What follows belongs to an exercise in optimizing a design on an open flow for small area; a production flow would make more cautious choices.
In this exercise RTL edits were held to simulation tests only and were not proved equivalent to the original.
Power figures rest on the tool's default switching activity, not on a simulated workload.

**design.v**
```verilog
module Top(
  input         clock,
  input         reset,
  input         io_top_wr,
  input         io_top_rd,
  input  [3:0]  io_top_address,
  input  [31:0] io_top_wdata,
  output [31:0] io_top_rdata,
  input  [3:0]  io_top_length,
  input         io_top_ready,
  input         io_top_rddatavalid
);
  reg        busy;         
  reg [3:0]  r_len;
  reg [3:0]  r_address;
  reg [31:0] r_wdata;
  reg        r_wr;
  reg        r_rd;
  reg [2:0]  r_cnt;        
  reg        read_wait;
  reg [31:0] rf [0:9];
  wire        busy_d, r_wr_d, r_rd_d, read_wait_d, wd_ld, wd_hold, wen, ren;
  wire [3:0]  r_len_d, r_address_d;
  wire [2:0]  r_cnt_d;
  Ctrl u_ctrl (
    .reset(reset), .wr(io_top_wr), .rd(io_top_rd), .address(io_top_address),
    .length(io_top_length), .ready(io_top_ready), .rddatavalid(io_top_rddatavalid),
    .busy(busy), .r_len(r_len), .r_address(r_address), .r_wr(r_wr), .r_rd(r_rd),
    .r_cnt(r_cnt), .read_wait(read_wait),
    .busy_d(busy_d), .r_len_d(r_len_d), .r_address_d(r_address_d), .r_wr_d(r_wr_d),
    .r_rd_d(r_rd_d), .r_cnt_d(r_cnt_d), .read_wait_d(read_wait_d),
    .wd_ld(wd_ld), .wd_hold(wd_hold), .wen(wen), .ren(ren));
  always @(posedge clock) begin
    busy      <= busy_d;
    r_len     <= r_len_d;
    r_address <= r_address_d;
    r_wr      <= r_wr_d;
    r_rd      <= r_rd_d;
    r_cnt     <= r_cnt_d;
    read_wait <= read_wait_d;
  end
  wire [31:0] wd_next;
  Ao22 #(.W(32)) u_wd (.a(wd_ld), .b(io_top_wdata), .c(wd_hold), .d(r_wdata), .y(wd_next));
  always @(posedge clock)
    r_wdata <= wd_next;
  wire [9:0] we, keep, rs;
  RowDec u_dec (.addr(r_address), .wen(wen), .ren(ren), .we(we), .keep(keep), .rs(rs));
  wire [31:0] rq [0:9];
  genvar g, b;
  generate
    for (g = 0; g < 10; g = g + 1) begin : g_row
      wire [31:0] d;
      assign rq[g] = rf[g];
      Ao22 #(.W(32)) u_next (.a(we[g]), .b(r_wdata), .c(keep[g]), .d(rf[g]), .y(d));
      always @(posedge clock)
        rf[g] <= d;
    end
    for (b = 0; b < 32; b = b + 1) begin : g_bit
      RdSel u_sel (.s(rs), .d({rq[9][b], rq[8][b], rq[7][b], rq[6][b], rq[5][b],
                               rq[4][b], rq[3][b], rq[2][b], rq[1][b], rq[0][b]}),
                   .y(io_top_rdata[b]));
    end
  endgenerate
endmodule
module Ao22 #(parameter W = 1) (
  input          a,
  input  [W-1:0] b,
  input          c,
  input  [W-1:0] d,
  output [W-1:0] y
);
  genvar i;
  generate
    for (i = 0; i < W; i = i + 1) begin : g
      Ao22Bit u (.a(a), .b(b[i]), .c(c), .d(d[i]), .y(y[i]));
    end
  endgenerate
endmodule
module Ao22Bit(
  input  a, b, c, d,
  output y
);
  assign y = (a & b) | (c & d);
endmodule
module RowDec(
  input  [3:0] addr,
  input        wen,
  input        ren,
  output [9:0] we,
  output [9:0] keep,
  output [9:0] rs
);
  wire [3:0] nlo;
  Or2    g_l0 (.a(addr[1]), .b(addr[0]), .y(nlo[0]));
  Nand2b g_l1 (.an(addr[1]), .b(addr[0]), .y(nlo[1]));
  Nand2b g_l2 (.an(addr[0]), .b(addr[1]), .y(nlo[2]));
  Nand2  g_l3 (.a(addr[1]), .b(addr[0]), .y(nlo[3]));
  wire [2:0] hi;
  Nor2   g_h0 (.a(addr[3]), .b(addr[2]), .y(hi[0]));
  AndN   g_h1 (.a(addr[2]), .b(addr[3]), .y(hi[1]));
  AndN   g_h2 (.a(addr[3]), .b(addr[2]), .y(hi[2]));
  wire [2:0] nwh, nrh;
  genvar g;
  generate
    for (g = 0; g < 3; g = g + 1) begin : g_hi
      Nand2 g_w (.a(wen), .b(hi[g]), .y(nwh[g]));
      Nand2 g_r (.a(ren), .b(hi[g]), .y(nrh[g]));
    end
    for (g = 0; g < 10; g = g + 1) begin : g_row
      Nor2 g_we (.a(nwh[g / 4]), .b(nlo[g % 4]), .y(we[g]));
      Or2  g_kp (.a(nwh[g / 4]), .b(nlo[g % 4]), .y(keep[g]));
      Nor2 g_rs (.a(nrh[g / 4]), .b(nlo[g % 4]), .y(rs[g]));
    end
  endgenerate
endmodule
module RdSel(
  input  [9:0] s,
  input  [9:0] d,
  output       y
);
  wire n0, n1, n2, n3;
  Aoi222 u0 (.a(s[0]), .b(d[0]), .c(s[1]), .d(d[1]), .e(s[2]), .f(d[2]), .y(n0));
  Aoi222 u1 (.a(s[3]), .b(d[3]), .c(s[4]), .d(d[4]), .e(s[5]), .f(d[5]), .y(n1));
  Aoi222 u2 (.a(s[6]), .b(d[6]), .c(s[7]), .d(d[7]), .e(s[8]), .f(d[8]), .y(n2));
  Nand2 u3 (.a(s[9]), .b(d[9]), .y(n3));
  Nand4 u4 (.a(n0), .b(n1), .c(n2), .d(n3), .y(y));
endmodule
module Aoi222(
  input  a, b, c, d, e, f,
  output y
);
  assign y = ~((a & b) | (c & d) | (e & f));
endmodule
module Nand2(
  input  a, b,
  output y
);
  assign y = ~(a & b);
endmodule
module Nand4(
  input  a, b, c, d,
  output y
);
  assign y = ~(a & b & c & d);
endmodule
module Ctrl(
  input        reset,
  input        wr,
  input        rd,
  input  [3:0] address,
  input  [3:0] length,
  input        ready,
  input        rddatavalid,
  input        busy,
  input  [3:0] r_len,
  input  [3:0] r_address,
  input        r_wr,
  input        r_rd,
  input  [2:0] r_cnt,
  input        read_wait,
  output       busy_d,
  output [3:0] r_len_d,
  output [3:0] r_address_d,
  output       r_wr_d,
  output       r_rd_d,
  output [2:0] r_cnt_d,
  output       read_wait_d,
  output       wd_ld,
  output       wd_hold,
  output       wen,
  output       ren
);
  wire ncmd, cnt0, nlg, nrg, rdy_nr, nbeat, beat, nbusy;
  Nor2  g_ncmd (.a(wr), .b(rd), .y(ncmd));                       
  Nor3  g_cnt0 (.a(r_cnt[0]), .b(r_cnt[1]), .c(r_cnt[2]), .y(cnt0));
  Nor3  g_nlg  (.a(length[1]), .b(length[2]), .c(length[3]), .y(nlg));    
  Nor3  g_nrg  (.a(r_len[1]), .b(r_len[2]), .c(r_len[3]), .y(nrg));       
  AndN  g_rdnr (.a(ready), .b(r_rd), .y(rdy_nr));                
  Nor2  g_nbt  (.a(rdy_nr), .b(rddatavalid), .y(nbeat));         
  Inv   g_beat (.a(nbeat), .y(beat));
  Inv   g_nb   (.a(busy), .y(nbusy));
  wire stay, go, busy_m;
  Nand2 g_stay (.a(beat), .b(nrg), .y(stay));
  Nor2  g_go   (.a(ncmd), .b(nlg), .y(go));
  Mux2i g_bm   (.s(busy), .a0(go), .a1(stay), .y(busy_m));
  Nor2  g_bd   (.a(reset), .b(busy_m), .y(busy_d));
  wire x_ie, nie, en_ld, en_hm, en_hold;
  AndN  g_xie  (.a(nlg), .b(cnt0), .y(x_ie));                    
  Or2   g_nie  (.a(ncmd), .b(x_ie), .y(nie));
  Nor3  g_enld (.a(reset), .b(busy), .c(nie), .y(en_ld));
  Mux2i g_enhm (.s(busy), .a0(nie), .a1(stay), .y(en_hm));
  Nor2  g_enh  (.a(reset), .b(en_hm), .y(en_hold));
  Ao22Bit g_wr (.a(en_hold), .b(r_wr), .c(en_ld), .d(wr), .y(r_wr_d));
  Ao22Bit g_rd (.a(en_hold), .b(r_rd), .c(en_ld), .d(rd), .y(r_rd_d));
  wire ncc, ld_i, ld_b, sel, ld_h;
  Nand2b g_ncc (.an(ncmd), .b(cnt0), .y(ncc));                   
  Nor3  g_ldi  (.a(reset), .b(busy), .c(ncc), .y(ld_i));
  Nor4  g_ldb  (.a(reset), .b(nbusy), .c(nbeat), .d(nrg), .y(ld_b));
  Mux2i g_sel  (.s(busy), .a0(ncc), .a1(nbeat), .y(sel));        
  Nor2  g_ldh  (.a(reset), .b(sel), .y(ld_h));
  wire [3:0] dec, inc;
  wire n01, n012, a01, a012;
  Inv   g_d0   (.a(r_len[0]), .y(dec[0]));
  Xnor2 g_d1   (.a(r_len[1]), .b(r_len[0]), .y(dec[1]));
  Nor2  g_n01  (.a(r_len[1]), .b(r_len[0]), .y(n01));
  Xor2  g_d2   (.a(r_len[2]), .b(n01), .y(dec[2]));
  Nor3  g_n012 (.a(r_len[2]), .b(r_len[1]), .c(r_len[0]), .y(n012));
  Xor2  g_d3   (.a(r_len[3]), .b(n012), .y(dec[3]));
  Inv   g_i0   (.a(r_address[0]), .y(inc[0]));
  Xor2  g_i1   (.a(r_address[1]), .b(r_address[0]), .y(inc[1]));
  And2  g_a01  (.a(r_address[1]), .b(r_address[0]), .y(a01));
  Xor2  g_i2   (.a(r_address[2]), .b(a01), .y(inc[2]));
  And3  g_a012 (.a(r_address[2]), .b(r_address[1]), .c(r_address[0]), .y(a012));
  Xor2  g_i3   (.a(r_address[3]), .b(a012), .y(inc[3]));
  genvar i;
  generate
    for (i = 0; i < 4; i = i + 1) begin : g_la
      wire nl, na;
      Aoi222 g_l (.a(ld_b), .b(dec[i]), .c(ld_i), .d(length[i]), .e(ld_h), .f(r_len[i]), .y(nl));
      Inv    g_li (.a(nl), .y(r_len_d[i]));
      Aoi222 g_a (.a(ld_b), .b(inc[i]), .c(ld_i), .d(address[i]), .e(ld_h), .f(r_address[i]), .y(na));
      Inv    g_ai (.a(na), .y(r_address_d[i]));
    end
  endgenerate
  wire nrdy_c, c_im, c_inc, c_hold, c1x, c01, c2x;
  Nor2  g_nrc  (.a(ncmd), .b(ready), .y(nrdy_c));                
  Mux2i g_cim  (.s(busy), .a0(nrdy_c), .a1(nbeat), .y(c_im));
  Nor2  g_cinc (.a(reset), .b(c_im), .y(c_inc));
  Nor3b g_chld (.a(reset), .b(busy), .cn(ncmd), .y(c_hold));     
  Mux2  g_c0   (.s(r_cnt[0]), .a0(c_inc), .a1(c_hold), .y(r_cnt_d[0]));
  Xor2  g_c1x  (.a(r_cnt[1]), .b(r_cnt[0]), .y(c1x));
  Ao22Bit g_c1 (.a(c_inc), .b(c1x), .c(c_hold), .d(r_cnt[1]), .y(r_cnt_d[1]));
  And2  g_c01  (.a(r_cnt[1]), .b(r_cnt[0]), .y(c01));
  Xor2  g_c2x  (.a(r_cnt[2]), .b(c01), .y(c2x));
  Ao22Bit g_c2 (.a(c_inc), .b(c2x), .c(c_hold), .d(r_cnt[2]), .y(r_cnt_d[2]));
  wire t_v, q1, rdo, go_on, q0, q_m;
  Nand2 g_tv   (.a(rddatavalid), .b(nlg), .y(t_v));
  Mux2  g_q1   (.s(busy), .a0(t_v), .a1(stay), .y(q1));
  And3b g_rdo  (.an(wr), .b(rd), .c(ready), .y(rdo));
  Nor2  g_gon  (.a(nbeat), .b(nrg), .y(go_on));                  
  Mux2  g_q0   (.s(busy), .a0(rdo), .a1(go_on), .y(q0));
  Mux2i g_qm   (.s(read_wait), .a0(q0), .a1(q1), .y(q_m));
  Nor2  g_qd   (.a(reset), .b(q_m), .y(read_wait_d));
  wire wc, nwc, wl_m, wh_m;
  And2  g_wc   (.a(wr), .b(cnt0), .y(wc));
  Inv   g_nwc  (.a(wc), .y(nwc));
  Mux2i g_wlm  (.s(busy), .a0(wc), .a1(go_on), .y(wl_m));
  Nor2  g_wl   (.a(reset), .b(wl_m), .y(wd_ld));
  Mux2i g_whm  (.s(busy), .a0(nwc), .a1(nbeat), .y(wh_m));
  Nor2  g_wh   (.a(reset), .b(wh_m), .y(wd_hold));
  And2  g_wen  (.a(beat), .b(r_wr), .y(wen));
  And4b g_ren  (.an(r_wr), .b(read_wait), .c(rddatavalid), .d(r_rd), .y(ren));
endmodule
module Inv(input a, output y);                 assign y = ~a; endmodule
module And2(input a, b, output y);             assign y = a & b; endmodule
module And3(input a, b, c, output y);          assign y = a & b & c; endmodule
module AndN(input a, b, output y);             assign y = a & ~b; endmodule
module And3b(input an, b, c, output y);        assign y = ~an & b & c; endmodule
module And4b(input an, b, c, d, output y);     assign y = ~an & b & c & d; endmodule
module Or2(input a, b, output y);              assign y = a | b; endmodule
module Nor2(input a, b, output y);             assign y = ~(a | b); endmodule
module Nor3(input a, b, c, output y);          assign y = ~(a | b | c); endmodule
module Nor3b(input a, b, cn, output y);        assign y = ~(a | b) & cn; endmodule
module Nor4(input a, b, c, d, output y);       assign y = ~(a | b | c | d); endmodule
module Nand2b(input an, b, output y);          assign y = an | ~b; endmodule
module Xor2(input a, b, output y);             assign y = a ^ b; endmodule
module Xnor2(input a, b, output y);            assign y = ~(a ^ b); endmodule
module Mux2(input s, a0, a1, output y);        assign y = s ? a1 : a0; endmodule
module Mux2i(input s, a0, a1, output y);       assign y = ~(s ? a1 : a0); endmodule
```
**flow/run.sh**
```bash
#!/bin/bash
# Own layout flow: the standard layout (standard.sh, unchanged synthesis) with two
# make settings added:
#  - the port buffers are sky130_fd_sc_hd__buf_1 (one buffer on every input and output)
#  - the clock tree is built from clkbuf_8 clusters of up to 16 sinks, without dummy loads
# make's output goes to standard_flow.log; each ORFS step logs to orfs/logs/.
set -euo pipefail
bash standard.sh \
  "BUFFER_PORTS_ARGS=-buffer_cell sky130_fd_sc_hd__buf_1" \
  "CTS_ARGS=-sink_clustering_enable -repair_clock_nets -buf_list sky130_fd_sc_hd__clkbuf_8 -sink_clustering_size 16 -sink_clustering_max_diameter 80 -dont_use_dummy_load" \
  finish > standard_flow.log 2>&1
```
**standard.sh**
```bash
#!/bin/bash
# synth_recipe.tcl (not shown) runs the flow's synth.tcl, then flattens the netlist and writes it again
# the make line also repeats each setting of config.mk as NAME=value (left out here)
make -C /OpenROAD-flow-scripts/flow DESIGN_CONFIG=/design/flow/config.mk WORK_HOME=/design/flow/orfs CLKGATE_MAP_FILE= SYNTH_SCRIPT=/design/flow/synth_recipe.tcl "${@:-finish}"
```
**config.mk**
```make
export PLATFORM = sky130hd
export DESIGN_NAME = Top
export DESIGN_NICKNAME = Top
export VERILOG_FILES = /design/flow/design.v
export SDC_FILE = /design/flow/constraint.sdc
export NUM_CORES = 4
export LEC_CHECK = 0
export CAP_MARGIN = 20
export CORE_MARGIN = 2
export CORE_UTILIZATION = 40
export CTS_BUF_LIST = sky130_fd_sc_hd__clkbuf_16
export CTS_CLUSTER_DIAMETER = 100
export CTS_CLUSTER_SIZE = 25
export SLEW_MARGIN = 20
export SYNTH_HIERARCHICAL = 1
```
**constraint.sdc**
```tcl
create_clock -name core_clock -period 5.0 [get_ports {clock}]
set_input_delay 1.0000 -clock core_clock [delete_from_list [all_inputs] [get_ports {clock}]]
set_output_delay 1.0000 -clock core_clock [all_outputs]
set_load 0.01 [all_outputs]
```
==> flow_metrics.env, run 1 <==
export IMPL_h_tree_depth=1
export IMPL_grt_pass1_vias=9715
export IMPL_drv_cap=0
export IMPL_globalRoute_totalOverflow=0
export IMPL_post_drt_wl_per_cell_um=25.7
export IMPL_path_max_fanout=25
export IMPL_grt_use_total=0.232
export IMPL_worstSetupEndpoint="io_top_rdata[2]"
export IMPL_fin_crit_sh=0.830
export IMPL_root_buffer="clkbuf_8"
export IMPL_ys_types=21
export IMPL_rr_endpoint="rf[0][13]"
export IMPL_drv_slew=0
export IMPL_setup_viol=0
export IMPL_syn_nets=1045
export IMPL_synth_largest_area_cell="dfxtp_1"
export IMPL_synth_top_cells_by_count="367 x dfxtp_1, 356 x a22o_1, 104 x a222oi_1, 41 x nand2_1, 34 x nor2_1"
export IMPL_synth_most_common_cell="dfxtp_1"
export IMPL_clock_latency_ns=0.58
export IMPL_reg2reg_slack_ns=2.11
export IMPL_cp_required_ns=4.00
export IMPL_yosysTopAreaCellShare=0.587
export IMPL_skew_ns=0.0132
export IMPL_diodes=0
export IMPL_route_detailed_drc=0
export IMPL_cts_num_sinks=367
export IMPL_synth_seq_cells=367
export IMPL_r2r_start="r_rd"
export IMPL_seq_area_frac_synth=0.587
export IMPL_nets=1176
export IMPL_rsz0062_at_grt="no"
export IMPL_postCtsResizedCells=0
export IMPL_antenna_found_initial=0
export IMPL_ctsHoldBuffers=0
export IMPL_ioPinCount=78
export IMPL_dr_total_vias=9970
export IMPL_reg2reg_depth=8
export IMPL_synth_flop_cell="dfxtp_1"
export IMPL_worst_setup_path_end_kind="output port"
export IMPL_syn_mean_instance_area_um2=12.5
export IMPL_ant_nets=0
export IMPL_dieArea_mm2=0.0327
export IMPL_power_mw=5.28
export IMPL_area_delta_synth_final_pct=12.4
export IMPL_grt_pass1_wl_um=60300
export IMPL_rows=64
export IMPL_relSlewSlack=0.212
export IMPL_start_util=0.408
export IMPL_worst_pin_slew_ns=1.18
export IMPL_ys_warnings_count=9
export IMPL_grt_start_max_net_pins=33
export IMPL_yosys_top_cells_area="dfxtp_1 59%, a22o_1 25%, a222oi_1 8.3%, nand4_1 1.6%, nand2_1 1.2%"
export IMPL_fin_tns_setup_ns=0
export IMPL_io_buffers=77
export IMPL_totalWireLength_um=39200
export IMPL_hp_class="register to register"
export IMPL_drive_gt1_frac=0.0789
export IMPL_die_h_um=181
export IMPL_via_per_inst=6.54
export IMPL_cts_tree="done"
export IMPL_drt_initial_drc_count=1419
export IMPL_cts_buffers=26
export IMPL_period_minus_slack_ns=4.15
export IMPL_hold_depth=1
export IMPL_clockBufferDepth=3
export IMPL_dpl_hpwl_um=21900
export IMPL_synth_edf_count=0
export IMPL_async_reset_ff_frac=0
export IMPL_power_leakage_nw=5.20
export IMPL_drt_pass1_iter_count=6
export IMPL_arrival_ns=3.15
export IMPL_status="finished clean"
export IMPL_syn_inst=999
export IMPL_path_class="primary input to output port"
export IMPL_critPathLaunch="io_top_rddatavalid"
export IMPL_fmax_ghz=0.241
export IMPL_gp_congestion=0.736
export IMPL_die_w_um=181
export IMPL_clk_pin_slew_worst_paths_ns=0.10
export IMPL_powerDensity_mw_per_mm2=376
export IMPL_cts_setup_buffers=0
export IMPL_peakVddDrop_mv=0.227
export IMPL_startpoint_type="primary input"
export IMPL_synthesis_area_mm2=0.0125
export IMPL_finalHoldViolations=0
export IMPL_coreArea_mm2=0.0307
layout make-up:
cell class	count	area, um2
repair buffers	103	537
well taps	396	495
inverters	13	48.8
flip-flops and latches	367	7350
multi-input cells	619	5270
fillers	2823	16600
clock buffers	26	358
worst max-delay path, cell delays in order:
cell      delay (ns)
buf_1           0.15
and4b_1         0.26
nand2_1         0.23
nor2_4          0.76
buf_4           0.30
a222oi_1        0.10
nand4_1         0.15
buf_1           0.17
how the worst min path moves through the flow:
| stage | from | end | slack [ns] |
|---|---|---|---|
| floorplan | rf[0][0] | rf[0][0] | 0.44 |
| global placement | rf[2][7] | rf[2][7] | 0.45 |
| detailed placement | rf[7][16] | rf[7][16] | 0.45 |
| CTS | rf[1][31] | rf[1][31] | 0.48 |
| global route | rf[9][19] | rf[9][19] | 0.49 |
| finish | rf[4][1] | rf[4][1] | 0.48 |
report_power, final:
group	internal [mW]	total (mW)	switching, mW
combinational	0.252	0.445	0.193
clock	0.467	1.37	0.901
sequential	3.22	3.47	0.256
through the flow:
step | hold WS, ns | setup WS, ns | utilization | cells | cell area [um2]
after CTS | 0.482 | 0.891 | 0.456 | 1521 | 14000
after detailed placement | 0.453 | 0.887 | 0.444 | 1495 | 13600
after global routing | 0.488 | 0.749 | 0.458 | 1524 | 14100
final | 0.476 | 0.848 | 0.458 | 1524 | 14100
after global placement | 0.451 | 0.892 | 0.444 | 1495 | 13600
after floorplan | 0.438 | 1.23 | - | 999 | 12500
routing by layer:
layer  share of wire  up-vias  track usage  wire (um)
met5               0        -            0          0
met4           0.021        0       0.0635        811
met3           0.078       62       0.0312       3070
met2            0.45      440        0.356      17600
met1            0.45     4983        0.340      17700
li1                -     4485            -          -
logic make-up after synthesis:
family | after synthesis | synth area share
DFF | 367 | 0.587
and+or+nand+nor | 141 | 0.0612
xor gates and xnor gates | 8 | 0.00560
AOI/OAI and AO/OA | 460 | 0.333
muxes | 10 | 0.00920
buffers and inverters | 13 | 0.00390
per-module statistics from Yosys, one instance, submodules excluded, excerpt:
module   flip-flops and latches  cells inside  copies in the design  cell area (um2)
And2                          0             1                     4             6.26
Ao22Bit                       0             1                   356             8.76
Nor3b                         0             1                     1             12.5
Xor2                          0             1                     7             8.76
And4b                         0             1                     1             10.0
Xnor2                         0             1                     1             8.76
Mux2                          0             1                     3             15.0
Mux2i                         0             1                     7             10.0
Or2                           0             1                    12             6.26
Nand4                         0             1                    32             6.26
Aoi222                        0             1                   104             10.0
And3                          0             1                     1             6.26
Nor4                          0             1                     1             12.5
cells in the final DEF (no fill, tap or decap), types with 12 or more instances in the layout:
cell type  Yosys  layout
dfxtp_1      367     367
nand2_1       41      41
nor2_4         0      21
a222oi_1     104     104
inv_1         13      13
nand4_1       32      32
buf_1          0      77
nor2_1        34      12
or2_1         12      12
clkbuf_8       0      26
buf_4          0      23
a22o_1       356     356
sequential cells by signal, indices dropped and copies added (netlist names):
signal     cells
busy           1
r_address      4
r_cnt          3
r_len          4
r_rd           1
r_wdata       32
r_wr           1
read_wait      1
rf           320
==> run 2: changes to the inputs <==
--- a/config.mk
+++ b/config.mk
@@ -5,11 +5,11 @@
 export SDC_FILE = /design/flow/constraint.sdc
 export NUM_CORES = 4
 export LEC_CHECK = 0
-export CAP_MARGIN = 20
+export CAP_MARGIN = 0
 export CORE_MARGIN = 2
 export CORE_UTILIZATION = 40
 export CTS_BUF_LIST = sky130_fd_sc_hd__clkbuf_16
 export CTS_CLUSTER_DIAMETER = 100
 export CTS_CLUSTER_SIZE = 25
-export SLEW_MARGIN = 20
+export SLEW_MARGIN = 0
 export SYNTH_HIERARCHICAL = 1
==> run 2 against run 1 <==
First-iteration DRC count decreased by 5.5%. Via count rose by 0.42%. Largest power group unchanged. Sequential cell count unchanged. Combinational power down 3%. Total power is 0.28% lower.
==> flow_metrics.env, run 2 <==
export IMPL_synth_largest_area_cell="dfxtp_1"
export IMPL_diodes=0
export IMPL_arrival_ns=3.16
export IMPL_cts_setup_buffers=0
export IMPL_ys_warnings_count=9
export IMPL_grt_start_max_net_pins=33
export IMPL_yosysTopAreaCellShare=0.587
export IMPL_worst_pin_slew_ns=1.19
export IMPL_worst_setup_path_end_kind="output port"
export IMPL_drt_initial_drc_count=1341
export IMPL_netSwitchingFraction=0.255
export IMPL_fin_tns_setup_ns=0
export IMPL_crit_buf_inv=3
export IMPL_crit_path_frequent_cell="buf_1"
export IMPL_switchingPower_mw=1.35
export IMPL_startpoint_type="primary input"
export IMPL_dr_total_vias=10012
export IMPL_path_delay_family="simple AND/OR/NAND/NOR gates"
export IMPL_post_drt_wl_per_cell_um=25.7
export IMPL_clk_pin_slew_worst_paths_ns=0.10
export IMPL_synth_flop_cell="dfxtp_1"
export IMPL_relSlewSlack=0.208
export IMPL_powerDensity_mw_per_mm2=377
export IMPL_final_cell_area_mm2=0.0140
export IMPL_syn_mean_instance_area_um2=12.5
export IMPL_ioPinCount=78
export IMPL_drive_gt1_frac=0.0764
export IMPL_syn_inst=999
export IMPL_crit_chain="buf_1 > and4b_1 > nand2_1 > nor2_4 > buf_4 > a222oi_1 > nand4_1 > buf_1"
export IMPL_route_detailed_drc=0
export IMPL_clkPwrFrac=0.259
export IMPL_grt_pass1_wl_um=60300
export IMPL_seq_area_frac_synth=0.587
export IMPL_rows=64
export IMPL_pwr_share_comb=0.082
export IMPL_rsz0062_at_grt="no"
export IMPL_nets=1173
export IMPL_area_delta_synth_final_pct=11.8
export IMPL_h_tree_depth=1
export IMPL_synth_seq_cells=367
export IMPL_cpMaxStageDelayCell="nor2_4"
export IMPL_postCtsResizedCells=0
export IMPL_status="finished clean"
export IMPL_largest_register="rf"
export IMPL_fin_crit_sh=0.833
export IMPL_largest_registers="rf x320, r_wdata x32"
export IMPL_grt_pass1_vias=9715
export IMPL_max_stage_delay_ns=0.78
export IMPL_start_util=0.408
export IMPL_skew_ns=0.00984
export IMPL_root_buffer="clkbuf_8"
export IMPL_ys_types=21
export IMPL_internal_power_mw=3.92
export IMPL_peakVddDrop_mv=0.226
export IMPL_io_buffers=77
export IMPL_globalRoute_totalOverflow=0
export IMPL_antenna_found_initial=0
export IMPL_hp_class="register to register"
export IMPL_clockBufferDepth=3
export IMPL_final_common_cell="dfxtp_1"
export IMPL_fmax_ghz=0.240
export IMPL_path_class="primary input to output port"
export IMPL_dpl_hpwl_um=21900
export IMPL_cts_num_sinks=367
export IMPL_cts_buffers=26
export IMPL_power_leakage_nw=5.16
export IMPL_drt_pass1_iter_count=7
export IMPL_via_per_inst=6.58
export IMPL_coreArea_mm2=0.0307
export IMPL_cp_required_ns=4.00
export IMPL_power_share_sequential=0.659
export IMPL_die_h_um=181
export IMPL_synth_top_cells_by_count="367 x dfxtp_1, 356 x a22o_1, 104 x a222oi_1, 41 x nand2_1, 34 x nor2_1"
export IMPL_drv_cap=0
export IMPL_synth_edf_count=0
export IMPL_finalHoldViolations=0
export IMPL_ctsHoldBuffers=0
export IMPL_drv_slew=0
export IMPL_grt_use_total=0.232
export IMPL_path_max_fanout=25
export IMPL_gp_congestion=0.736
export IMPL_power_mw=5.27
export IMPL_dieArea_mm2=0.0327
export IMPL_period_minus_slack_ns=4.16
export IMPL_die_w_um=181
export IMPL_cts_tree="done"
export IMPL_setup_viol=0
export IMPL_synthesis_area_mm2=0.0125
export IMPL_largest_reg_flops=320
export IMPL_totalWireLength_um=39200
export IMPL_synth_most_common_cell="dfxtp_1"
export IMPL_async_reset_ff_frac=0
export IMPL_ant_nets=0
export IMPL_layout_common_cells="367 x dfxtp_1, 356 x a22o_1, 104 x a222oi_1"
export IMPL_clock_latency_ns=0.58
export IMPL_yosys_top_cells_area="dfxtp_1 59%, a22o_1 25%, a222oi_1 8.3%, nand4_1 1.6%, nand2_1 1.2%"
export IMPL_syn_nets=1045
export IMPL_place_area_mm2=0.0136
run 2: cell type report:
class                           count  area [um2]
Fill cell                        2834       16700
Sequential cell                   367        7350
Multi-Input combinational cell    619        5270
Tap cell                          396         495
Timing Repair Buffer              100         462
Clock buffer                       26         358
Inverter                           13        48.8
run 2: worst reg2reg max path: cells and delay by family, from the launching register on:
kind,cells,cell delay [ns]
AO/OA/AOI/OAI,1,0.17
AND/OR/NAND/NOR,5,1.73
buffers and inverters,2,0.50
flip-flops,1,0.43
run 2: layer usage:
| layer | up-vias | track usage | wire length (um) |
|---|---|---|---|
| met3 | 60 | 0.0312 | 3020 |
| met2 | 429 | 0.356 | 17700 |
| met4 | 0 | 0.0635 | 889 |
| li1 | 4481 | - | - |
| met5 | - | 0 | 0 |
| met1 | 5042 | 0.340 | 17600 |
run 2: modules after synthesis, one instance, submodules excluded, excerpt:
module	cell area (um2)	times used	cells inside	flip-flops and latches
And3b	8.76	1	1	0
And4b	10.0	1	1	0
AndN	13.8	4	1	0
Inv	3.75	13	1	0
Mux2i	10.0	7	1	0
Nand2	3.75	41	1	0
Nand2b	6.26	3	1	0
Nor2	3.75	34	1	0
Nor3b	12.5	1	1	0
Nor4	12.5	1	1	0
Or2	6.26	12	1	0
Top	7350	1	367	367
run 2: logic make-up (layout without fill, tap and decap cells):
group,after synthesis,count (layout),share of synthesized area
multiplexers,10,10,0.00920
AND/OR/NAND/NOR,141,141,0.0612
flip-flops,367,367,0.587
XOR/XNOR,8,8,0.00560
buffers and inverters,13,139,0.00390
AO/OA/AOI/OAI,460,460,0.333
run 2: path summary, 6_finish.rpt:
kind                 startpoint         endpoint  slack (ns)  cells past startpoint
max          io_top_rddatavalid  io_top_rdata[2]        0.84                      8
min                    rf[4][1]         rf[4][1]        0.48                      1
max reg2reg                r_rd        rf[0][13]        2.11                      8
min reg2reg            rf[4][1]         rf[4][1]        0.48                      1
run 2: power groups by stage:
stage          clock network [mW]  logic (mW)  registers (mW)
6_report                     1.37       0.433            3.47
3_3_place_gp                    0       0.420            3.53
3_5_place_dp                    0       0.435            3.52
4_1_cts                      1.40       0.435            3.46
5_1_grt                      1.50       0.479            3.51
2_1_floorplan                   0       0.326            3.45
run 2: per-stage QoR:
stage                      util  hold WS, ns  worst slack (ns)  cells
final                     0.456        0.477             0.836   1521
after global routing      0.456        0.488             0.759   1521
after floorplan               -        0.438              1.23    999
after CTS                 0.456        0.482             0.891   1521
after detailed placement  0.444        0.453             0.887   1495
after global placement    0.444        0.451             0.892   1495
==> run 3: changes to the inputs <==
==> run.sh (new file) <==
#!/bin/bash
# synth_recipe.tcl (not shown) runs the flow's synth.tcl, then flattens the netlist and writes it again
# the make line also repeats each setting of config.mk as NAME=value (left out here)
make -C /OpenROAD-flow-scripts/flow DESIGN_CONFIG=/design/flow/config.mk WORK_HOME=/design/flow/orfs CLKGATE_MAP_FILE= SYNTH_SCRIPT=/design/flow/synth_recipe.tcl finish
--- a/config.mk
+++ b/config.mk
@@ -8,8 +8,8 @@
 export CAP_MARGIN = 0
 export CORE_MARGIN = 2
 export CORE_UTILIZATION = 40
-export CTS_BUF_LIST = sky130_fd_sc_hd__clkbuf_16
-export CTS_CLUSTER_DIAMETER = 100
-export CTS_CLUSTER_SIZE = 25
+export CTS_BUF_LIST = sky130_fd_sc_hd__clkbuf_8
+export CTS_CLUSTER_DIAMETER = 80
+export CTS_CLUSTER_SIZE = 16
 export SLEW_MARGIN = 0
 export SYNTH_HIERARCHICAL = 1
removed: flow/run.sh
removed: standard.sh
==> run 3 against run 2 <==
Clock-buffer cell count up 1. Largest cell class unchanged. Largest power group unchanged. Final cell count rose by 1.2%. Total power up 0.88%.
==> flow_metrics.env, run 3 <==
export IMPL_status="finished clean"
export IMPL_ys_warnings_count=9
export IMPL_crit_chain="clkdlybuf4s50_1 > and4b_1 > buf_4 > nand2_1 > nor2_2 > buf_4 > a222oi_1 > nand4_1 > clkdlybuf4s50_1"
export IMPL_drt_initial_drc_count=1328
export IMPL_nets=1190
export IMPL_io_buffers=77
export IMPL_die_w_um=181
export IMPL_ioPinCount=78
export IMPL_final_cells=1540
export IMPL_wl_met2_um=17500
export IMPL_cts_num_sinks=367
export IMPL_grt_start_max_net_pins=33
export IMPL_antenna_found_initial=0
export IMPL_dpl_hpwl_um=22000
export IMPL_power_leakage_nw=5.50
export IMPL_yosysTopAreaCellShare=0.587
export IMPL_cts_buffers=26
export IMPL_synthesis_area_mm2=0.0125
export IMPL_seq_area_mm2=0.00735
export IMPL_syn_inst=999
export IMPL_dieArea_mm2=0.0327
export IMPL_worst_setup_path_end_kind="output port"
export IMPL_place_area_mm2=0.0143
export IMPL_async_reset_ff_frac=0
export IMPL_route_met3_wl_um=3290
export IMPL_root_buffer="clkbuf_8"
export IMPL_drt_pass1_iter_count=6
export IMPL_topRoutingLayerUsed="met4"
export IMPL_area_delta_synth_final_pct=17.2
export IMPL_synth_seq_cells=367
export IMPL_fin_tns_setup_ns=0
export IMPL_final_common_cell="dfxtp_1"
export IMPL_multi_input_comb_area_mm2=0.00521
export IMPL_clk_pin_slew_worst_paths_ns=0.10
export IMPL_clockBufferDepth=3
export IMPL_globalRoute_totalOverflow=0
export IMPL_max_stage_delay_ns=0.56
export IMPL_syn_nets=1045
export IMPL_start_util=0.408
export IMPL_gp_congestion=0.773
export IMPL_ant_nets=0
export IMPL_fin_crit_sh=0.951
export IMPL_cts_setup_buffers=0
export IMPL_route_detailed_drc=0
export IMPL_largest_register="rf"
export IMPL_syn_mean_instance_area_um2=12.5
export IMPL_drv_cap=0
export IMPL_setup_viol=0
export IMPL_clock_latency_ns=0.59
export IMPL_rows=64
export IMPL_synth_top_cells_by_count="367 x dfxtp_1, 356 x a22o_1, 104 x a222oi_1, 41 x nand2_1, 34 x nor2_1"
export IMPL_diodes=0
export IMPL_worst_pin_slew_ns=1.18
export IMPL_seq_area_frac_synth=0.587
export IMPL_grt_pass1_wl_um=61200
export IMPL_cpMaxStageDelayCell="clkdlybuf4s50_1"
export IMPL_drv_slew=0
export IMPL_placed_cells_incl_taps=1512
export IMPL_dr_total_vias=10065
export IMPL_crit_buf_inv=4
export IMPL_yosys_top_cells_area="dfxtp_1 59%, a22o_1 25%, a222oi_1 8.3%, nand4_1 1.6%, nand2_1 1.2%"
export IMPL_arrival_ns=3.75
export IMPL_largest_registers="rf x320, r_wdata x32"
export IMPL_grt_pass1_vias=9902
export IMPL_ys_types=21
export IMPL_relSlewSlack=0.210
export IMPL_peakVddDrop_mv=0.223
export IMPL_path_max_fanout=12
export IMPL_rsz0062_at_grt="no"
export IMPL_hp_class="register to register"
export IMPL_final_cell_area_mm2=0.0147
export IMPL_totalWireLength_um=40000
export IMPL_wl_met1_um=18300
export IMPL_finalHoldViolations=0
export IMPL_layout_common_cells="367 x dfxtp_1, 356 x a22o_1, 104 x a222oi_1"
export IMPL_powerDensity_mw_per_mm2=363
export IMPL_fill_cells=2770
export IMPL_synth_edf_count=0
export IMPL_grt_use_total=0.237
export IMPL_period_minus_slack_ns=4.75
export IMPL_post_drt_wl_per_cell_um=26.0
export IMPL_path_class="primary input to output port"
export IMPL_largest_reg_flops=320
export IMPL_cp_required_ns=4.00
export IMPL_synth_most_common_cell="dfxtp_1"
export IMPL_h_tree_depth=1
export IMPL_cts_tree="done"
export IMPL_fmax_ghz=0.210
export IMPL_synth_largest_area_cell="dfxtp_1"
export IMPL_startpoint_type="primary input"
export IMPL_via_per_inst=6.54
export IMPL_coreArea_mm2=0.0307
export IMPL_drive_gt1_frac=0.0909
export IMPL_skew_ns=0.0196
export IMPL_synth_flop_cell="dfxtp_1"
export IMPL_die_h_um=181
export IMPL_path_delay_family="buffers and inverters"
-- run 3: cell counts after synthesis --
Identical to the previous run, type by type.
-- run 3: power breakdown --
| part | leakage (nW) | switching, mW | total, mW | internal (mW) |
|---|---|---|---|---|
| Clock | 0.199 | 0.906 | 1.39 | 0.484 |
| Sequential | 2.98 | 0.249 | 3.46 | 3.22 |
| Combinational | 2.32 | 0.191 | 0.461 | 0.271 |
-- run 3: kinds of logic after synthesis --
family | after synthesis | share of synthesized area
AO/OA/AOI/OAI | 460 | 0.333
XOR/XNOR | 8 | 0.00560
buffers and inverters | 13 | 0.00390
flip-flops | 367 | 0.587
multiplexers | 10 | 0.00920
AND/OR/NAND/NOR | 141 | 0.0612
-- run 3: area by class of cell --
class,instances,area share
flip-flops and latches,367,0.501
multi-input cells,619,0.355
repair buffers,117,0.0807
well taps,396,0.0338
clock buffers,27,0.0253
inverters,13,0.00333
clock inverters,1,0.000256
-- run 3: timing repair --
item / CTS / global route
resized for setup: 1 / 1
cloned: 0 / 0
pin swaps: 0 / 0
endpoints found under the setup margin: 2 / 19
hold buffers: 0 / 0
-- run 3: layer usage --
| layer | track usage | vias up |
|---|---|---|
| li1 | - | 4519 |
| met1 | 0.354 | 5008 |
| met2 | 0.357 | 467 |
| met3 | 0.0359 | 71 |
| met4 | 0.0606 | 0 |
| met5 | 0 | - |
-- run 3: path summary, 6_finish.rpt --
| kind | from | to | slack (ns) | depth (start not counted) |
|---|---|---|---|---|
| min | rf[1][17] | rf[1][17] | 0.48 | 1 |
| max reg2reg | r_rd | rf[7][23] | 2.33 | 8 |
| max | io_top_rddatavalid | io_top_rdata[24] | 0.25 | 9 |
| min reg2reg | rf[1][17] | rf[1][17] | 0.48 | 1 |
-- run 3: through the flow --
stage | utilization | hold WS (ns) | power [mW] | setup slack [ns]
finish | 0.478 | 0.480 | 5.32 | 0.247
global route | 0.478 | 0.491 | 5.54 | 0.138
CTS | 0.478 | 0.481 | 5.35 | 0.0258
detailed placement | 0.465 | 0.452 | 3.98 | -0.0118
global placement | 0.465 | 0.450 | 3.96 | 0.00391
floorplan | - | 0.438 | 3.78 | 1.23
-- run 3: Yosys stat by module (local to each module, per instance), excerpt --
module,times used,flops+latches,cells inside,area [um2]
Nor4,1,0,1,12.5
Nor3b,1,0,1,12.5
Xnor2,1,0,1,8.76
Nand2b,3,0,1,6.26
And4b,1,0,1,10.0
Mux2i,7,0,1,10.0
Aoi222,104,0,1,10.0
AndN,4,0,1,13.8
==> run 4: changes to the inputs <==
==> flow/run.sh (new file) <==
#!/bin/bash
# Own layout flow: the standard layout (standard.sh, unchanged synthesis) with these
# additions:
#  - the port buffers are sky130_fd_sc_hd__buf_1 (one buffer on every input and output)
#  - the clock tree is built from clkbuf_8 clusters of up to 16 sinks, without dummy loads
#  - after placement, flow/downsize.tcl sets cells that placement upsized back to a
#    smaller drive where slew, capacitance and setup slack allow
# Each tool's output goes to its own log here: standard_place.log, downsize.log,
# standard_finish.log; each ORFS step also logs to orfs/logs/.
set -euo pipefail
ARGS=(
  "BUFFER_PORTS_ARGS=-buffer_cell sky130_fd_sc_hd__buf_1"
  "CTS_ARGS=-sink_clustering_enable -repair_clock_nets -buf_list sky130_fd_sc_hd__clkbuf_8 -sink_clustering_size 16 -sink_clustering_max_diameter 80 -dont_use_dummy_load"
)
bash standard.sh "${ARGS[@]}" place > standard_place.log 2>&1
RESULTS=$PWD/orfs/results/$FLOW_PLATFORM/Top/base openroad -no_init -exit flow/downsize.tcl > downsize.log 2>&1
bash standard.sh "${ARGS[@]}" finish > standard_finish.log 2>&1
==> flow/downsize.tcl (new file) <==
# Area recovery after placement: cells that the timing-driven placement upsized
# (or buffers it inserted) are set back to a smaller drive strength of the same
# function when that keeps every pin's slew under 1.25 ns (the library allows 1.5 ns),
# adds no max-capacitance violation and leaves at least 0.5 ns of setup slack.
# Flip-flops and clock cells are not touched. Placement stays legal: a smaller
# drive of the same cell is never wider.
set results $::env(RESULTS)
read_liberty $::env(FLOW_HOME)/platforms/sky130hd/lib/sky130_fd_sc_hd__tt_025C_1v80.lib
read_db $results/3_place.odb
read_sdc $results/3_place.sdc
source $::env(FLOW_HOME)/platforms/sky130hd/setRC.tcl
set_max_transition 1.25 [current_design]
estimate_parasitics -placement
set v0 [sta::max_slew_violation_count]
set c0 [sta::max_capacitance_violation_count]
puts "before: slew violations $v0, cap violations $c0, worst setup slack [sta::worst_slack_cmd max]"
report_design_area
foreach inst [get_cells *] {
  set m [get_property $inst ref_name]
  if {[regexp {df|clkbuf|clkinv} $m]} continue
  if {![regexp {^(sky130_fd_sc_hd__\w+)_([248])$} $m -> base sz]} continue
  foreach s {1 2} {
    if {$s >= $sz} continue
    set new ${base}_$s
    if {[catch {replace_cell $inst $new}]} continue
    estimate_parasitics -placement
    if {[sta::max_slew_violation_count] > $v0 || [sta::max_capacitance_violation_count] > $c0
        || [sta::worst_slack_cmd max] < 0.5e-9} {
      replace_cell $inst $m
    } else {
      puts "resized [get_full_name $inst] $m -> $new"
      break
    }
  }
}
estimate_parasitics -placement
puts "after: worst setup slack [sta::worst_slack_cmd max]"
report_design_area
check_placement
write_db $results/3_place.odb
==> standard.sh (new file) <==
#!/bin/bash
# synth_recipe.tcl (not shown) runs the flow's synth.tcl, then flattens the netlist and writes it again
# the make line also repeats each setting of config.mk as NAME=value (left out here)
make -C /OpenROAD-flow-scripts/flow DESIGN_CONFIG=/design/flow/config.mk WORK_HOME=/design/flow/orfs CLKGATE_MAP_FILE= SYNTH_SCRIPT=/design/flow/synth_recipe.tcl "${@:-finish}"
--- a/config.mk
+++ b/config.mk
@@ -8,8 +8,8 @@
 export CAP_MARGIN = 0
 export CORE_MARGIN = 2
 export CORE_UTILIZATION = 40
-export CTS_BUF_LIST = sky130_fd_sc_hd__clkbuf_8
-export CTS_CLUSTER_DIAMETER = 80
-export CTS_CLUSTER_SIZE = 16
+export CTS_BUF_LIST = sky130_fd_sc_hd__clkbuf_16
+export CTS_CLUSTER_DIAMETER = 100
+export CTS_CLUSTER_SIZE = 25
 export SLEW_MARGIN = 0
 export SYNTH_HIERARCHICAL = 1
removed: run.sh
==> run 4 against run 3 <==
Worst hold slack worse by 0.0023 ns. Design area fell by 5.9%. Worst setup slack improved by 0.20 ns. Critical path depth down 3. Final cell count shrank 1.2%. Combinational power shrank 9.1%. Fmax is 4.5% higher.
==> flow_metrics.env, run 4 <==
export IMPL_placed_cells_incl_taps=1495
export IMPL_start_util=0.408
export IMPL_clock_latency_ns=0.58
export IMPL_grt_pass1_vias=9737
export IMPL_cts_num_sinks=367
export IMPL_final_cells=1521
export IMPL_syn_nets=1045
export IMPL_grt_start_max_net_pins=33
export IMPL_drt_pass1_iter_count=6
export IMPL_synth_largest_area_cell="dfxtp_1"
export IMPL_cts_buffers=26
export IMPL_internal_power_mw=3.91
export IMPL_period_minus_slack_ns=4.55
export IMPL_clk_pin_slew_worst_paths_ns=0.10
export IMPL_h_tree_depth=1
export IMPL_arrival_ns=3.55
export IMPL_clkPwrFrac=0.261
export IMPL_seq_area_mm2=0.00735
export IMPL_crit_chain="nand2b_1 > nor2_2 > buf_1 > a222oi_1 > nand4_1 > buf_1"
export IMPL_path_depth=6
export IMPL_peakVddDrop_mv=0.221
export IMPL_multi_input_comb_area_mm2=0.00515
export IMPL_dr_total_vias=10028
export IMPL_via_per_inst=6.59
export IMPL_synth_most_common_cell="dfxtp_1"
export IMPL_ant_nets=0
export IMPL_drive_gt1_frac=0.0524
export IMPL_die_h_um=181
export IMPL_final_common_cell="dfxtp_1"
export IMPL_path_class="register to output port"
export IMPL_rows=64
export IMPL_fin_crit_sh=0.910
export IMPL_crit_path_frequent_cell="buf_1"
export IMPL_drv_slew=0
export IMPL_nets=1173
export IMPL_area_delta_synth_final_pct=10.3
export IMPL_seq_area_frac_synth=0.587
export IMPL_pwr_share_comb=0.080
export IMPL_startpoint_type="register"
export IMPL_layout_common_cells="367 x dfxtp_1, 356 x a22o_1, 104 x a222oi_1"
export IMPL_largest_reg_flops=320
export IMPL_post_drt_wl_per_cell_um=25.8
export IMPL_dieArea_mm2=0.0327
export IMPL_cts_setup_buffers=0
export IMPL_cts_tree="done"
export IMPL_largest_register="rf"
export IMPL_globalRoute_totalOverflow=0
export IMPL_drt_initial_drc_count=1305
export IMPL_cpMaxStageDelayCell="nor2_2"
export IMPL_diodes=0
export IMPL_status="finished clean"
export IMPL_coreArea_mm2=0.0307
export IMPL_syn_mean_instance_area_um2=12.5
export IMPL_dpl_hpwl_um=21900
export IMPL_die_w_um=181
export IMPL_drv_cap=0
export IMPL_yosys_top_cells_area="dfxtp_1 59%, a22o_1 25%, a222oi_1 8.3%, nand4_1 1.6%, nand2_1 1.2%"
export IMPL_relSlewSlack=0.109
export IMPL_path_max_fanout=13
export IMPL_finalHoldViolations=0
export IMPL_synth_flop_cell="dfxtp_1"
export IMPL_ys_warnings_count=9
export IMPL_fin_tns_setup_ns=0
export IMPL_synthesis_area_mm2=0.0125
export IMPL_power_share_sequential=0.660
export IMPL_reg2reg_depth=8
export IMPL_syn_inst=999
export IMPL_cp_required_ns=4.00
export IMPL_worst_setup_path_end_kind="output port"
export IMPL_async_reset_ff_frac=0
export IMPL_grt_pass1_wl_um=60300
export IMPL_setup_viol=0
export IMPL_max_stage_delay_ns=0.85
export IMPL_gp_congestion=0.736
export IMPL_hold_depth=1
export IMPL_switchingPower_mw=1.34
export IMPL_ys_types=21
export IMPL_powerDensity_mw_per_mm2=381
export IMPL_hp_class="register to register"
export IMPL_ioPinCount=78
export IMPL_fill_cells=2863
export IMPL_synth_edf_count=0
export IMPL_postCtsResizedCells=0
export IMPL_crit_buf_inv=2
export IMPL_totalWireLength_um=39200
export IMPL_power_leakage_nw=5.09
export IMPL_io_buffers=77
export IMPL_yosysTopAreaCellShare=0.587
export IMPL_route_detailed_drc=0
export IMPL_worst_hold_slack_ns=0.477
export IMPL_path_delay_family="simple AND/OR/NAND/NOR gates"
export IMPL_grt_use_total=0.232
export IMPL_largest_registers="rf x320, r_wdata x32"
export IMPL_antenna_found_initial=0
export IMPL_root_buffer="clkbuf_8"
export IMPL_clockBufferDepth=3
export IMPL_netSwitchingFraction=0.255
export IMPL_synth_top_cells_by_count="367 x dfxtp_1, 356 x a22o_1, 104 x a222oi_1, 41 x nand2_1, 34 x nor2_1"
export IMPL_rsz0062_at_grt="no"
export IMPL_ctsHoldBuffers=0
export IMPL_fmax_ghz=0.220
export IMPL_skew_ns=0.00920
export IMPL_worst_pin_slew_ns=1.34
export IMPL_synth_seq_cells=367
-- run 4: changes by cell type in the layout (fill, tap and decap cells not counted), moves of 7 or more --
cell	before	now
clkdlybuf4s50_1	77	0
nor2_2	13	6
buf_1	0	87
buf_4	31	1
buf_12	9	0
buf_2	0	12
-- run 4: power groups by stage --
stage                     sequential, mW  clock, mW  combinational, mW
after global placement              3.53          0              0.420
after detailed placement            3.52          0              0.435
after global routing                3.51       1.50              0.463
after CTS                           3.46       1.40              0.420
after floorplan                     3.45          0              0.326
final                               3.47       1.37              0.419
-- run 4: path summary, 6_finish.rpt --
path	slack, ns	to	from
setup / recovery	0.45	io_top_rdata[23]	r_address[0]
hold / removal	0.48	rf[9][19]	rf[9][19]
hold reg to reg	0.48	rf[9][19]	rf[9][19]
setup reg to reg	1.62	rf[6][10]	r_rd
-- run 4: logic make-up (layout without fill, tap and decap cells) --
kind of cell,Yosys count,after routing,share of synthesized area
flops,367,367,0.587
mux,10,10,0.00920
compound gates,460,460,0.333
simple gates,141,141,0.0612
buf+inv,13,139,0.00390
xor+xnor,8,8,0.00560
-- run 4: layer usage --
| layer | part of all wire | GRT usage |
|---|---|---|
| met5 | 0 | 0 |
| met4 | 0.023 | 0.0648 |
| met3 | 0.075 | 0.0312 |
| met2 | 0.45 | 0.356 |
| met1 | 0.45 | 0.341 |
-- run 4: modules after synthesis, one instance, submodules excluded, excerpt --
| module | flops+latches | area [um2] |
|---|---|---|
| Top | 367 | 7350 |
| Mux2 | 0 | 15.0 |
| AndN | 0 | 13.8 |
| Mux2i | 0 | 10.0 |
| Nand2b | 0 | 6.26 |
| Or2 | 0 | 6.26 |
| Inv | 0 | 3.75 |
-- run 4: final cells by class --
type                       count  share of cell area
clock buffer                  26              0.0259
timing repair buffer         100              0.0286
multi-input combinational    619               0.373
sequential                   367               0.533
tap                          396              0.0359
inverter                      13             0.00354
-- run 4: stage by stage --
stage	util	instance area, um2	power [mW]	worst slack [ns]
final	0.450	13800	5.26	0.450
after floorplan	-	12500	3.78	1.23
after global placement	0.444	13600	3.95	0.892
after detailed placement	0.444	13600	3.96	0.887
after global routing	0.450	13800	5.47	0.268
after CTS	0.450	13800	5.28	0.503
==> run 5: changes to the inputs <==
==> flow/downsize.tcl (replaced) <==
# Area recovery after placement: cells that the timing-driven placement upsized
# (or buffers it inserted) are set back to a smaller drive strength of the same
# function when that keeps every pin's slew under 1.25 ns (the library allows 1.5 ns),
# every driver's load under 80% of its max capacitance, and at least 0.5 ns of
# setup slack.
# Flip-flops and clock cells are not touched. Placement stays legal: a smaller
# drive of the same cell is never wider.
set results $::env(RESULTS)
read_liberty $::env(FLOW_HOME)/platforms/sky130hd/lib/sky130_fd_sc_hd__tt_025C_1v80.lib
read_db $results/3_place.odb
read_sdc $results/3_place.sdc
source $::env(FLOW_HOME)/platforms/sky130hd/setRC.tcl
set_max_transition 1.25 [current_design]
estimate_parasitics -placement
set v0 [sta::max_slew_violation_count]
set c0 [expr {min(0.2, [sta::max_capacitance_check_slack_limit])}]
puts "before: slew violations $v0, worst cap slack/limit [sta::max_capacitance_check_slack_limit], worst setup slack [sta::worst_slack_cmd max]"
report_design_area
foreach inst [get_cells *] {
  set m [get_property $inst ref_name]
  if {[regexp {df|clkbuf|clkinv} $m]} continue
  if {![regexp {^(sky130_fd_sc_hd__\w+)_([248])$} $m -> base sz]} continue
  foreach s {1 2} {
    if {$s >= $sz} continue
    set new ${base}_$s
    if {[catch {replace_cell $inst $new}]} continue
    estimate_parasitics -placement
    if {[sta::max_slew_violation_count] > $v0 || [sta::max_capacitance_check_slack_limit] < $c0
        || [sta::worst_slack_cmd max] < 0.5e-9} {
      replace_cell $inst $m
    } else {
      puts "resized [get_full_name $inst] $m -> $new"
      break
    }
  }
}
estimate_parasitics -placement
puts "after: worst cap slack/limit [sta::max_capacitance_check_slack_limit], worst setup slack [sta::worst_slack_cmd max]"
report_design_area
check_placement
write_db $results/3_place.odb
--- a/config.mk
+++ b/config.mk
@@ -5,11 +5,11 @@
 export SDC_FILE = /design/flow/constraint.sdc
 export NUM_CORES = 4
 export LEC_CHECK = 0
-export CAP_MARGIN = 0
+export CAP_MARGIN = 10
 export CORE_MARGIN = 2
 export CORE_UTILIZATION = 40
 export CTS_BUF_LIST = sky130_fd_sc_hd__clkbuf_16
 export CTS_CLUSTER_DIAMETER = 100
 export CTS_CLUSTER_SIZE = 25
-export SLEW_MARGIN = 0
+export SLEW_MARGIN = 5
 export SYNTH_HIERARCHICAL = 1
==> run 5 against run 4 <==
Die area is the same. Synthesized cell count did not move. Fmax is 0.85% lower. Critical endpoint unchanged. Highest routed layer unchanged.
==> flow_metrics.env, run 5 <==
export IMPL_status="finished clean"
export IMPL_globalRoute_totalOverflow=0
export IMPL_async_reset_ff_frac=0
export IMPL_postCtsResizedCells=0
export IMPL_totalWireLength_um=39200
export IMPL_ys_warnings_count=9
export IMPL_syn_mean_instance_area_um2=12.5
export IMPL_reg2reg_slack_ns=1.59
export IMPL_internal_power_mw=3.91
export IMPL_fin_crit_sh=0.918
export IMPL_route_detailed_drc=0
export IMPL_drive_gt1_frac=0.0533
export IMPL_synth_most_common_cell="dfxtp_1"
export IMPL_largest_reg_flops=320
export IMPL_cpMaxStageDelayCell="nor2_2"
export IMPL_relSlewSlack=0.110
export IMPL_seq_area_frac_synth=0.587
export IMPL_largest_register="rf"
export IMPL_nets=1173
export IMPL_grt_pass1_wl_um=60300
export IMPL_post_drt_wl_per_cell_um=25.8
export IMPL_skew_ns=0.00763
export IMPL_clk_pin_slew_worst_paths_ns=0.10
export IMPL_cts_buffers=26
export IMPL_synth_top_cells_by_count="367 x dfxtp_1, 356 x a22o_1, 104 x a222oi_1, 41 x nand2_1, 34 x nor2_1"
export IMPL_cts_num_sinks=367
export IMPL_yosys_top_cells_area="dfxtp_1 59%, a22o_1 25%, a222oi_1 8.3%, nand4_1 1.6%, nand2_1 1.2%"
export IMPL_grt_pass1_vias=9734
export IMPL_area_delta_synth_final_pct=10.3
export IMPL_gp_congestion=0.736
export IMPL_largest_registers="rf x320, r_wdata x32"
export IMPL_grt_use_total=0.232
export IMPL_clockBufferDepth=3
export IMPL_worst_hold_slack_ns=0.478
export IMPL_coreArea_mm2=0.0307
export IMPL_diodes=0
export IMPL_synth_largest_area_cell="dfxtp_1"
export IMPL_synthesis_area_mm2=0.0125
export IMPL_drv_slew=0
export IMPL_peakVddDrop_mv=0.220
export IMPL_ant_nets=0
export IMPL_drt_initial_drc_count=1341
export IMPL_rows=64
export IMPL_syn_nets=1045
export IMPL_ioPinCount=78
export IMPL_netSwitchingFraction=0.255
export IMPL_finalHoldViolations=0
export IMPL_root_buffer="clkbuf_8"
export IMPL_syn_inst=999
export IMPL_grt_start_max_net_pins=33
export IMPL_dpl_hpwl_um=21900
export IMPL_final_common_cell="dfxtp_1"
export IMPL_clkPwrFrac=0.260
export IMPL_pre_cts_slack_ns=0.887
export IMPL_period_minus_slack_ns=4.59
export IMPL_setup_slack_ns=0.411
export IMPL_path_max_fanout=13
export IMPL_ctsHoldBuffers=0
export IMPL_fmax_ghz=0.218
export IMPL_cts_setup_buffers=0
export IMPL_h_tree_depth=1
export IMPL_ys_types=21
export IMPL_path_delay_family="simple AND/OR/NAND/NOR gates"
export IMPL_cts_tree="done"
export IMPL_rsz0062_at_grt="no"
export IMPL_drv_cap=0
export IMPL_die_h_um=181
export IMPL_switchingPower_mw=1.34
export IMPL_yosysTopAreaCellShare=0.587
export IMPL_dr_total_vias=10035
export IMPL_cp_required_ns=4.00
export IMPL_die_w_um=181
export IMPL_setup_viol=0
export IMPL_path_class="register to output port"
export IMPL_max_stage_delay_ns=0.86
export IMPL_crit_chain="nand2b_1 > nor2_2 > buf_1 > a222oi_1 > nand4_1 > buf_1"
export IMPL_io_buffers=77
export IMPL_fin_tns_setup_ns=0
export IMPL_start_util=0.408
export IMPL_synth_edf_count=0
export IMPL_synth_seq_cells=367
export IMPL_crit_path_frequent_cell="buf_1"
export IMPL_powerDensity_mw_per_mm2=381
export IMPL_crit_buf_inv=2
export IMPL_layout_common_cells="367 x dfxtp_1, 356 x a22o_1, 104 x a222oi_1"
export IMPL_antenna_found_initial=0
export IMPL_synth_flop_cell="dfxtp_1"
export IMPL_hp_class="register to register"
export IMPL_dieArea_mm2=0.0327
export IMPL_pwr_share_comb=0.080
export IMPL_drt_pass1_iter_count=6
export IMPL_power_leakage_nw=5.09
export IMPL_via_per_inst=6.60
export IMPL_clock_latency_ns=0.58
export IMPL_arrival_ns=3.59
export IMPL_worst_setup_path_end_kind="output port"
export IMPL_worst_pin_slew_ns=1.34
export IMPL_power_share_sequential=0.660
export IMPL_startpoint_type="register"
## run 5: power groups by stage
| stage | clock (mW) | combinational [mW] | sequential, mW |
|---|---|---|---|
| 4_1_cts | 1.40 | 0.421 | 3.46 |
| 2_1_floorplan | 0 | 0.326 | 3.45 |
| 5_1_grt | 1.50 | 0.464 | 3.51 |
| 3_3_place_gp | 0 | 0.420 | 3.53 |
| 3_5_place_dp | 0 | 0.435 | 3.52 |
| 6_report | 1.37 | 0.421 | 3.47 |
## run 5: logic make-up after synthesis
| logic type | Yosys count | share of synthesized area |
|---|---|---|
| simple gates | 141 | 0.0612 |
| flops | 367 | 0.587 |
| buf+inv | 13 | 0.00390 |
| xor+xnor | 8 | 0.00560 |
| compound gates | 460 | 0.333 |
| mux | 10 | 0.00920 |
## run 5: modules after synthesis, one instance, submodules excluded, a selection
module | flip-flops and latches | cells inside
Nand2b | 0 | 1
Nor4 | 0 | 1
Xor2 | 0 | 1
Inv | 0 | 1
And3 | 0 | 1
Aoi222 | 0 | 1
Nor3 | 0 | 1
Nand4 | 0 | 1
And3b | 0 | 1
And4b | 0 | 1
Nor2 | 0 | 1
And2 | 0 | 1
Ao22Bit | 0 | 1
## run 5: worst reg2reg max path: cells and delay by family (launching register included)
kind / cells / cell delay [ns]
AND/OR/NAND/NOR: 5 / 1.55
buffers and inverters: 2 / 1.15
flip-flops: 1 / 0.39
AO/OA/AOI/OAI: 1 / 0.27
## run 5: stage by stage
| step | util | std cells | instance area (um2) | total power, mW |
|---|---|---|---|---|
| finish | 0.450 | 1521 | 13800 | 5.26 |
| global route | 0.450 | 1521 | 13800 | 5.47 |
| CTS | 0.450 | 1521 | 13800 | 5.28 |
| detailed placement | 0.444 | 1495 | 13600 | 3.96 |
| global placement | 0.444 | 1495 | 13600 | 3.95 |
| floorplan | - | 999 | 12500 | 3.78 |
## run 5: final timing paths
check,cells after the start,from,endpoint
max,6,r_address[0],io_top_rdata[23]
min,1,rf[9][19],rf[9][19]
max reg2reg,8,r_rd,rf[6][10]
min reg2reg,1,rf[9][19],rf[9][19]
## run 5: per-layer routing
layer,track usage,up-vias,wire [um]
met4,0.0648,0,915
met1,0.341,5064,17900
met2,0.356,426,17500
met3,0.0312,64,2950
met5,0,-,0
li1,-,4481,-
## run 5: area by class of cell
| cell class | instances | area (um2) |
|---|---|---|
| fillers | 2861 | 16900 |
| multi-input cells | 619 | 5150 |
| flip-flops and latches | 367 | 7350 |
| clock buffers | 26 | 358 |
| repair buffers | 100 | 394 |
| inverters | 13 | 48.8 |
| well taps | 396 | 495 |
==> run 6: changes to the inputs <==
--- a/config.mk
+++ b/config.mk
@@ -5,11 +5,11 @@
 export SDC_FILE = /design/flow/constraint.sdc
 export NUM_CORES = 4
 export LEC_CHECK = 0
-export CAP_MARGIN = 10
+export CAP_MARGIN = 0
 export CORE_MARGIN = 2
 export CORE_UTILIZATION = 40
 export CTS_BUF_LIST = sky130_fd_sc_hd__clkbuf_16
 export CTS_CLUSTER_DIAMETER = 100
 export CTS_CLUSTER_SIZE = 25
-export SLEW_MARGIN = 5
+export SLEW_MARGIN = 0
 export SYNTH_HIERARCHICAL = 1
==> run 6 against run 5 <==
Still clean on timing, DRC and antenna. Sequential share of layout area unchanged. Design area unchanged. Wire length unchanged. Total power unchanged. Non-clock buffer count unchanged. Clock power about the same. Critical path type unchanged.
==> flow_metrics.env, run 6 <==
export IMPL_status="finished clean"
export IMPL_clk_pin_slew_worst_paths_ns=0.10
export IMPL_grt_start_max_net_pins=33
export IMPL_synth_most_common_cell="dfxtp_1"
export IMPL_hold_depth=1
export IMPL_period_minus_slack_ns=4.59
export IMPL_drive_gt1_frac=0.0533
export IMPL_rsz0062_at_grt="no"
export IMPL_setup_slack_ns=0.411
export IMPL_whs_endpoint="rf[9][19]"
export IMPL_largest_registers="rf x320, r_wdata x32"
export IMPL_io_buffers=77
export IMPL_ys_warnings_count=9
export IMPL_drt_pass1_iter_count=6
export IMPL_power_mw=5.26
export IMPL_fill_cells=2861
export IMPL_ctsHoldBuffers=0
export IMPL_r2r_start="r_rd"
export IMPL_min_from="rf[9][19]"
export IMPL_layout_common_cells="367 x dfxtp_1, 356 x a22o_1, 104 x a222oi_1"
export IMPL_nets=1173
export IMPL_fin_tns_setup_ns=0
export IMPL_finalHoldViolations=0
export IMPL_route_detailed_drc=0
export IMPL_largest_register="rf"
export IMPL_synth_edf_count=0
export IMPL_ys_types=21
export IMPL_synth_top_cells_by_count="367 x dfxtp_1, 356 x a22o_1, 104 x a222oi_1, 41 x nand2_1, 34 x nor2_1"
export IMPL_clock_latency_ns=0.58
export IMPL_reg2reg_depth=8
export IMPL_postCtsResizedCells=0
export IMPL_reg2reg_slack_ns=1.59
export IMPL_start_util=0.408
export IMPL_arrival_ns=3.59
export IMPL_skew_ns=0.00763
export IMPL_multi_input_comb_area_mm2=0.00515
export IMPL_pre_cts_slack_ns=0.887
export IMPL_dieArea_mm2=0.0327
export IMPL_fmax_ghz=0.218
export IMPL_post_drt_wl_per_cell_um=25.8
export IMPL_root_buffer="clkbuf_8"
export IMPL_startpoint_type="register"
export IMPL_final_common_cell="dfxtp_1"
export IMPL_syn_mean_instance_area_um2=12.5
export IMPL_synthesis_area_mm2=0.0125
export IMPL_worst_setup_path_end_kind="output port"
export IMPL_worst_pin_slew_ns=1.34
export IMPL_clockBufferDepth=3
export IMPL_cts_num_sinks=367
export IMPL_gp_congestion=0.736
export IMPL_coreArea_mm2=0.0307
export IMPL_ioPinCount=78
export IMPL_die_h_um=181
export IMPL_rows=64
export IMPL_area_delta_synth_final_pct=10.3
export IMPL_synth_largest_area_cell="dfxtp_1"
export IMPL_seq_area_frac_synth=0.587
export IMPL_peakVddDrop_mv=0.220
export IMPL_final_cell_area_mm2=0.0138
export IMPL_cts_tree="done"
export IMPL_drv_slew=0
export IMPL_antenna_found_initial=0
export IMPL_dr_total_vias=10035
export IMPL_cp_required_ns=4.00
export IMPL_place_area_mm2=0.0136
export IMPL_yosys_top_cells_area="dfxtp_1 59%, a22o_1 25%, a222oi_1 8.3%, nand4_1 1.6%, nand2_1 1.2%"
export IMPL_die_w_um=181
export IMPL_fin_crit_sh=0.918
export IMPL_synth_flop_cell="dfxtp_1"
export IMPL_relSlewSlack=0.110
export IMPL_powerDensity_mw_per_mm2=381
export IMPL_h_tree_depth=1
export IMPL_seq_area_mm2=0.00735
export IMPL_async_reset_ff_frac=0
export IMPL_drt_initial_drc_count=1341
export IMPL_synth_seq_cells=367
export IMPL_largest_reg_flops=320
export IMPL_dpl_hpwl_um=21900
export IMPL_cts_buffers=26
export IMPL_syn_nets=1045
export IMPL_path_class="register to output port"
export IMPL_syn_inst=999
export IMPL_grt_pass1_vias=9734
export IMPL_power_leakage_nw=5.09
export IMPL_totalWireLength_um=39200
export IMPL_grt_pass1_wl_um=60300
export IMPL_ant_nets=0
export IMPL_setup_viol=0
export IMPL_cts_setup_buffers=0
export IMPL_yosysTopAreaCellShare=0.587
export IMPL_path_max_fanout=13
export IMPL_globalRoute_totalOverflow=0
export IMPL_grt_use_total=0.232
export IMPL_rr_endpoint="rf[6][10]"
export IMPL_hp_class="register to register"
export IMPL_diodes=0
export IMPL_drv_cap=0
export IMPL_via_per_inst=6.60
-- run 6: cell counts in the layout (fill, tap and decap cells not counted) --
Identical to the previous run, type by type.
-- run 6: cell type report --
class / instances / area share
multi-input cells: 619 / 0.374
repair buffers: 100 / 0.0286
clock buffers: 26 / 0.0259
flip-flops and latches: 367 / 0.533
well taps: 396 / 0.0359
inverters: 13 / 0.00354
-- run 6: per-module statistics from Yosys, one instance, submodules excluded, excerpt --
module	cell area (um2)	cells inside	flops+latches
And3b	8.76	1	0
And4b	10.0	1	0
AndN	13.8	1	0
Ao22Bit	8.76	1	0
Inv	3.75	1	0
Mux2	15.0	1	0
Nand2	3.75	1	0
Nand4	6.26	1	0
Nor3	10.0	1	0
Nor4	12.5	1	0
Top	7350	367	367
Xor2	8.76	1	0
-- run 6: worst max-delay path: stages (launching register included) --
cell	delay (ns)
dfxtp_1	0.49
nand2b_1	0.40
nor2_2	0.86
buf_1	0.70
a222oi_1	0.21
nand4_1	0.18
buf_1	0.16
-- run 6: how the worst max path moves through the flow --
stage / start / to / slack (ns)
5_1_grt: r_address[0] / io_top_rdata[10] / 0.27
4_1_cts: r_address[0] / io_top_rdata[23] / 0.50
6_report: r_address[0] / io_top_rdata[23] / 0.41
2_1_floorplan: io_top_rddatavalid / io_top_rdata[0] / 1.23
3_3_place_gp: io_top_rddatavalid / io_top_rdata[11] / 0.89
3_5_place_dp: io_top_rddatavalid / io_top_rdata[11] / 0.89
-- run 6: logic make-up after synthesis --
| kind of cell | count (synthesis) | share of synthesized area |
|---|---|---|
| xor gates and xnor gates | 8 | 0.00560 |
| AOI/OAI and AO/OA | 460 | 0.333 |
| buffers and inverters | 13 | 0.00390 |
| DFF | 367 | 0.587 |
| and+or+nand+nor | 141 | 0.0612 |
| muxes | 10 | 0.00920 |
-- run 6: per-stage QoR --
| stage | instances | util | hold WS [ns] |
|---|---|---|---|
| 2_1_floorplan | 999 | - | 0.438 |
| 3_3_place_gp | 1495 | 0.444 | 0.451 |
| 3_5_place_dp | 1495 | 0.444 | 0.453 |
| 4_1_cts | 1521 | 0.450 | 0.482 |
| 5_1_grt | 1521 | 0.450 | 0.488 |
| 6_report | 1521 | 0.450 | 0.478 |
-- run 6: power by group --
part | switching (mW) | internal [mW] | leakage [nW] | total [mW]
sequential | 0.252 | 3.22 | 2.98 | 3.47
clock | 0.901 | 0.467 | 0.187 | 1.37
combinational | 0.188 | 0.233 | 1.93 | 0.421
total | 1.34 | 3.91 | 5.09 | 5.26
-- run 6: per-layer routing --
layer	global-route usage	vias up	routed length (um)
li1	-	4481	-
met1	0.341	5064	17900
met2	0.356	426	17500
met3	0.0312	64	2950
met4	0.0648	0	915
met5	0	-	0

[what the ideal ports hide]
In the flow no input, the clock included, has a driving cell. The finished layouts below were timed again as built, in two steps. Step 1, drivers: a clkbuf_16 drives clock and a buf_2 each remaining input, both assumed. Step 2 times the ports against the registers' clock, not the clock port: input delays grow and output delays shrink by t, the midpoint of the rising clock arrivals with the driver on. Slacks: no drivers / after step 1 / after step 2; pairs: no drivers / after step 1.
run | t, ns | setup slack, ns
run 1 | 0.624 | 0.848 / 0.825 / 0.825
run 2 | 0.623 | 0.836 / 0.812 / 0.812
run 3 | 0.630 | 0.247 / 0.222 / 0.222
run 4 | 0.621 | 0.450 / 0.401 / 0.444
run 5 | 0.623 | 0.411 / 0.362 / 0.417
run 6 | 0.623 | 0.411 / 0.362 / 0.417
After both steps setup and hold are still met in every run listed.
